This design comes from an exercise in tuning for small area and a short achievable clock period on the open sky130 flow, not from production work. At most, simulation tests tie the RTL to the original design; equivalence was not proved. Power and IR drop assume default switching activity.

Design AHB_Mul, start of the top module:
module AHB_Mul(
    input HCLK,
    input HRESETn,
    input [31:0]M_AHB_0_haddr,
    input [2:0]M_AHB_0_hburst,
    input M_AHB_0_hmastlock,
    input [3:0]M_AHB_0_hprot,
    output reg [31:0]M_AHB_0_hrdata,
    output M_AHB_0_hready,
    output M_AHB_0_hresp,
    input [2:0]M_AHB_0_hsize,
    input [1:0]M_AHB_0_htrans,
    input [31:0]M_AHB_0_hwdata,
    input M_AHB_0_hwrite,
    output[3:0] led
    );
Size in the first run: roughly 120 I/O pins, roughly 24000 um2 of cells after synthesis.
==> module AHB_Mul, before the edit <==
module AHB_Mul(
    input HCLK,
    input HRESETn,
    input [31:0]M_AHB_0_haddr,
    input [2:0]M_AHB_0_hburst,
    input M_AHB_0_hmastlock,
    input [3:0]M_AHB_0_hprot,
    output reg [31:0]M_AHB_0_hrdata,
    output M_AHB_0_hready,
    output M_AHB_0_hresp,
    input [2:0]M_AHB_0_hsize,
    input [1:0]M_AHB_0_htrans,
    input [31:0]M_AHB_0_hwdata,
    input M_AHB_0_hwrite,
    output[3:0] led
    );
    assign M_AHB_0_hready = 1'b1;
    assign M_AHB_0_hresp = 1'b0;
    reg [31:0] mem_A, mem_B, mem_C, mem_D, mem_E, mem_F, mem_G, mem_H;
    reg [31:0] p_s, p_c;      
    reg [2:0] p_t;        
    reg [6:0] p_3;        
    reg        w_act;         
    reg [3:0]  addr_q;        
    assign led[3:0] = mem_A[3:0];
    always @(posedge HCLK) begin
        w_act  <= HRESETn & M_AHB_0_htrans[1] & M_AHB_0_hwrite;
        addr_q <= M_AHB_0_haddr[5:2];
    end
    wire [31:0] wd = M_AHB_0_hwdata;
    wire p_we   = w_act & (addr_q == 4'h8);
    wire [31:0] wdr = wd & {32{HRESETn}};
    wire [7:0] ld;
    genvar i;
    generate for (i = 0; i < 8; i = i + 1) begin : g_ld
        assign ld[i] = ~HRESETn | (w_act & (addr_q == i));
    end endgenerate
    always @(posedge HCLK) begin
        if (ld[0]) mem_A <= wdr;
        if (ld[1]) mem_B <= wdr;
        if (ld[2]) mem_C <= wdr;
        if (ld[3]) mem_D <= wdr;
        if (ld[4]) mem_E <= wdr;
        if (ld[5]) mem_F <= wdr;
        if (ld[6]) mem_G <= wdr;
        if (ld[7]) mem_H <= wdr;
    end
    reg p_one;
    wire p_en = w_act & (~addr_q[3] | p_we);
    always @(posedge HCLK)
        p_one <= ~HRESETn | (p_one & ~p_en);
    wire [31:24] t3 = {^p_t, p_3};
    wire [31:24] x3 = p_s[31:24] ^ p_c[31:24] ^ t3;
    wire [31:24] y3 = (p_s[31:24] & p_c[31:24]) | (p_s[31:24] & t3) | (p_c[31:24] & t3);
    wire [31:0] pa = {x3, p_s[24-1:0]};
    wire [31:0] pb = {y3[30:24], 1'b0, p_c[24-1:0]};
    wire [31:0] p = (p_one | p_we) ? 32'h1 : pa + pb;
    wire [31:0] dm = p_en ? wd : 32'h1;
    wire [31:0] ms, mc;
    wire [2:0] mt;
    wire [6:0] m3;
    AHB_Mul_booth u_mul (.p(dm), .d(p), .ms(ms), .mc(mc), .mt(mt), .m3(m3));
    always @(posedge HCLK) begin
        p_s <= ms;
        p_c <= mc;
        p_t <= mt;
        p_3 <= m3;
    end
    reg [31:0] rd_ah;
    always @(*) begin
        case (addr_q[2:0])
            3'h0 : rd_ah = mem_A;
            3'h1 : rd_ah = mem_B;
            3'h2 : rd_ah = mem_C;
            3'h3 : rd_ah = mem_D;
            3'h4 : rd_ah = mem_E;
            3'h5 : rd_ah = mem_F;
            3'h6 : rd_ah = mem_G;
            default : rd_ah = mem_H;
        endcase
    end
    always @(*)
        M_AHB_0_hrdata = addr_q[3] ? (addr_q[2:0] == 3'h0 ? p : 32'h0) : rd_ah;
endmodule
clock: 10.0 ns
lec_check: 0
abc_area: 1
cap_margin: 20
core_margin: 2
core_utilization: 40
cts_cluster_diameter: 100
cts_cluster_size: 30
place_density: 0.6
setup_slack_margin: 4.5
slew_margin: 20
standard.sh (not shown) runs the stock make flow with config.mk's settings and CLKGATE_MAP_FILE= SYNTH_SCRIPT=/design/flow/synth_recipe.tcl, a recipe that flattens the netlist after the stock synthesis.
==> flow/flow/run.sh <==
#!/bin/bash
# Own layout flow: the standard synthesis and layout, with two changes:
#  - after synthesis, fixfa.py removes the inverters that Yosys's full-adder
#    extraction leaves between adder cells (each adder may be swapped for its
#    complemented form, fa(~a,~b,~c) = ~fa(a,b,c));
#  - the port buffers are buf_1 cells instead of the slow delay buffers that
#    buffer_ports picks by default.
# Each tool's full output goes to a log file of its own in this folder.
set -euo pipefail
R=orfs/results/sky130hd/AHB_Mul/base
bash standard.sh synth > synth.log 2>&1
cp $R/1_2_yosys.v yosys_orig.v
python3 flow/fixfa.py yosys_orig.v $R/1_2_yosys.v > fixfa.log 2>&1
rm -f $R/1_synth.odb $R/1_synth.sdc
bash standard.sh BUFFER_PORTS_ARGS="-buffer_cell sky130_fd_sc_hd__buf_1" finish > finish.log 2>&1
Other scripts of this flow, unchanged in this note and not shown: flow/flow/fixfa.py
==> next run, changes <==
--- a/flow/design.v
+++ b/flow/design.v
@@ -54,20 +54,21 @@
     wire [31:24] x3 = p_s[31:24] ^ p_c[31:24] ^ t3;
     wire [31:24] y3 = (p_s[31:24] & p_c[31:24]) | (p_s[31:24] & t3) | (p_c[31:24] & t3);
     wire [31:0] pa = {x3, p_s[24-1:0]};
     wire [31:0] pb = {y3[30:24], 1'b0, p_c[24-1:0]};
     wire [31:0] p = (p_one | p_we) ? 32'h1 : pa + pb;
-    wire [31:0] dm = p_en ? wd : 32'h1;
     wire [31:0] ms, mc;
     wire [2:0] mt;
     wire [6:0] m3;
-    AHB_Mul_booth u_mul (.p(dm), .d(p), .ms(ms), .mc(mc), .mt(mt), .m3(m3));
+    AHB_Mul_booth u_mul (.p(wd), .d(p), .ms(ms), .mc(mc), .mt(mt), .m3(m3));
     always @(posedge HCLK) begin
-        p_s <= ms;
-        p_c <= mc;
-        p_t <= mt;
-        p_3 <= m3;
+        if (p_en) begin
+            p_s <= ms;
+            p_c <= mc;
+            p_t <= mt;
+            p_3 <= m3;
+        end
     end
     reg [31:0] rd_ah;
     always @(*) begin
         case (addr_q[2:0])
             3'h0 : rd_ah = mem_A;
Effect: The changed run finished clean; fmax went down slightly; setup slack is worse by 43 ps; clock power rose slightly; sequential cell count is unchanged; global-route usage is about the same; routed wire length went up slightly; clock-buffer cell count is unchanged; sequential share of layout area grows by 1.6 points.
The RTL of the second run of this note was laid out without a check of its function.

Another version of the RTL of AHB_Mul (not shown whole).
Size: about 120 I/O pins.
==> module AHB_Mul, before the edit <==
module AHB_Mul(
    input HCLK,
    input HRESETn,
    input [31:0]M_AHB_0_haddr,
    input [2:0]M_AHB_0_hburst,
    input M_AHB_0_hmastlock,
    input [3:0]M_AHB_0_hprot,
    output reg [31:0]M_AHB_0_hrdata,
    output M_AHB_0_hready,
    output M_AHB_0_hresp,
    input [2:0]M_AHB_0_hsize,
    input [1:0]M_AHB_0_htrans,
    input [31:0]M_AHB_0_hwdata,
    input M_AHB_0_hwrite,
    output[3:0] led
    );
    assign M_AHB_0_hready = 1'b1;
    assign M_AHB_0_hresp = 1'b0;
    reg [31:0] mem_A, mem_B, mem_C, mem_D, mem_E, mem_F, mem_G, mem_H;
    reg [31:0] p_s, p_c;      
    reg [2:0] p_t;        
    reg [6:0] p_3;        
    reg        w_act;         
    reg [3:0]  addr_q;        
    assign led[3:0] = mem_A[3:0];
    always @(posedge HCLK) begin
        w_act  <= HRESETn & M_AHB_0_htrans[1] & M_AHB_0_hwrite;
        addr_q <= M_AHB_0_haddr[5:2];
    end
    wire [31:0] wd = M_AHB_0_hwdata;
    wire mul_we = w_act & ~addr_q[3];
    wire p_we   = w_act & (addr_q == 4'h8);
    wire [31:0] wdr = wd & {32{HRESETn}};
    wire [7:0] ld;
    genvar i;
    generate for (i = 0; i < 8; i = i + 1) begin : g_ld
        assign ld[i] = ~HRESETn | (w_act & (addr_q == i));
    end endgenerate
    always @(posedge HCLK) begin
        if (ld[0]) mem_A <= wdr;
        if (ld[1]) mem_B <= wdr;
        if (ld[2]) mem_C <= wdr;
        if (ld[3]) mem_D <= wdr;
        if (ld[4]) mem_E <= wdr;
        if (ld[5]) mem_F <= wdr;
        if (ld[6]) mem_G <= wdr;
        if (ld[7]) mem_H <= wdr;
    end
    reg p_one;
    wire p_en = w_act & (~addr_q[3] | p_we);
    always @(posedge HCLK)
        p_one <= ~HRESETn | (p_one & ~p_en);
    wire [31:0] p = (p_one | p_we) ? 32'h1 : p_s + p_c + {^p_t, p_3, 24'h0};
    wire [31:0] ms, mc;
    wire [2:0] mt;
    wire [6:0] m3;
    AHB_Mul_booth u_mul (.p(wd), .d(p), .ms(ms), .mc(mc), .mt(mt), .m3(m3));
    always @(posedge HCLK) begin
        if (p_en) begin
            p_s <= ms;
            p_c <= mc;
            p_t <= mt;
            p_3 <= m3;
        end
    end
    reg [31:0] rd_ah;
    always @(*) begin
        case (addr_q[2:0])
            3'h0 : rd_ah = mem_A;
            3'h1 : rd_ah = mem_B;
            3'h2 : rd_ah = mem_C;
            3'h3 : rd_ah = mem_D;
            3'h4 : rd_ah = mem_E;
            3'h5 : rd_ah = mem_F;
            3'h6 : rd_ah = mem_G;
            default : rd_ah = mem_H;
        endcase
    end
    always @(*)
        M_AHB_0_hrdata = addr_q[3] ? (addr_q[2:0] == 3'h0 ? p : 32'h0) : rd_ah;
endmodule
==> flow/config.mk <==
export PLATFORM = sky130hd
export DESIGN_NAME = AHB_Mul
export DESIGN_NICKNAME = AHB_Mul
export VERILOG_FILES = /design/flow/design.v
export SDC_FILE = /design/flow/constraint.sdc
export NUM_CORES = 4
export LEC_CHECK = 0
export ABC_AREA = 1
export CAP_MARGIN = 20
export CORE_MARGIN = 2
export CORE_UTILIZATION = 40
export PLACE_DENSITY = 0.6
export SETUP_SLACK_MARGIN = 4.5
export SLEW_MARGIN = 20
==> flow/constraint.sdc <==
create_clock -name core_clock -period 10.0 [get_ports {HCLK}]
set_input_delay 2.0000 -clock core_clock [delete_from_list [all_inputs] [get_ports {HCLK}]]
set_output_delay 2.0000 -clock core_clock [all_outputs]
set_load 0.01 [all_outputs]
==> flow/flow/run.sh <==
#!/bin/bash
# Own layout flow: the standard synthesis and layout, with two changes:
#  - after synthesis, fixfa.py removes the inverters that Yosys's full-adder
#    extraction leaves between adder cells (each adder may be swapped for its
#    complemented form, fa(~a,~b,~c) = ~fa(a,b,c));
#  - the port buffers are buf_4 cells instead of the slow delay buffers that
#    buffer_ports picks by default.
# Each tool's full output goes to a log file of its own in this folder.
set -euo pipefail
R=orfs/results/sky130hd/AHB_Mul/base
bash standard.sh synth > synth.log 2>&1
cp $R/1_2_yosys.v yosys_orig.v
python3 flow/fixfa.py yosys_orig.v $R/1_2_yosys.v > fixfa.log 2>&1
rm -f $R/1_synth.odb $R/1_synth.sdc
bash standard.sh BUFFER_PORTS_ARGS="-buffer_cell sky130_fd_sc_hd__buf_4" finish > finish.log 2>&1
Other scripts of this flow, unchanged in this note and not shown: flow/flow/fixfa.py
==> next run, changes <==
--- a/flow/design.v
+++ b/flow/design.v
@@ -62,25 +62,24 @@
             p_c <= mc;
             p_t <= mt;
             p_3 <= m3;
         end
     end
-    reg [31:0] rd_ah;
     always @(*) begin
-        case (addr_q[2:0])
-            3'h0 : rd_ah = mem_A;
-            3'h1 : rd_ah = mem_B;
-            3'h2 : rd_ah = mem_C;
-            3'h3 : rd_ah = mem_D;
-            3'h4 : rd_ah = mem_E;
-            3'h5 : rd_ah = mem_F;
-            3'h6 : rd_ah = mem_G;
-            default : rd_ah = mem_H;
+        case (addr_q)
+            4'h0 : M_AHB_0_hrdata = mem_A;
+            4'h1 : M_AHB_0_hrdata = mem_B;
+            4'h2 : M_AHB_0_hrdata = mem_C;
+            4'h3 : M_AHB_0_hrdata = mem_D;
+            4'h4 : M_AHB_0_hrdata = mem_E;
+            4'h5 : M_AHB_0_hrdata = mem_F;
+            4'h6 : M_AHB_0_hrdata = mem_G;
+            4'h7 : M_AHB_0_hrdata = mem_H;
+            4'h8 : M_AHB_0_hrdata = p;
+            default : M_AHB_0_hrdata = 32'h0;
         endcase
     end
-    always @(*)
-        M_AHB_0_hrdata = addr_q[3] ? (addr_q[2:0] == 3'h0 ? p : 32'h0) : rd_ah;
 endmodule
 module AHB_Mul_booth(
     input  [31:0] p,
     input  [31:0] d,
     output [31:0] ms,
Effect:
- sequential power barely changes
- synthesized area falls by 0.33%
- count of clock-buffer cells in the layout came out higher by 9
- routed wire length falls by about 4%
- maximum frequency came out lower by about 0.9%
- clock skew climbs by 0.0056 ns
- final area is higher by 2.2%
- die area goes down by 0.33%
- setup slack is worse by 0.048 ns
- global-route usage fell by 1.3 points
- first-iteration DRC count went down by 8.6%

## static timing again, ports no longer ideal
The results above use ideal ports. As a check the final layouts listed here were re-extracted and re-timed, cells and wires unchanged. Step 1 (the two cells are an assumption about what drives the block):
set clk [get_ports {HCLK}]
set_driving_cell -lib_cell sky130_fd_sc_hd__clkbuf_16 $clk
set_driving_cell -lib_cell sky130_fd_sc_hd__buf_2 [delete_from_list [all_inputs] $clk]
Step 2 also shifts input and output timing later by t, the mid clock arrival at the registers, as if the neighbouring blocks saw the same clock. Three values: ideal, step 1, step 2; two values: the first two.
run | t (ns) | setup slack, ns | worst data-port slew with drivers (ns)
the first run of note 1 | 0.629 | 4.533 / 4.471 / 3.935 | 0.08
the second run of note 1 | 0.639 | 4.489 / 4.428 / 3.913 | 0.04
the first run of note 2 | 0.629 | 4.547 / 4.487 / 3.953 | 0.07
the second run of note 2 | 0.627 | 4.499 / 4.435 / 3.963 | 0.07
After both steps setup and hold are still met in every run listed. For the first run of note 1, which loses most, drivers alone change the setup slack by -0.062 ns; drivers and shift together by -0.598 ns.
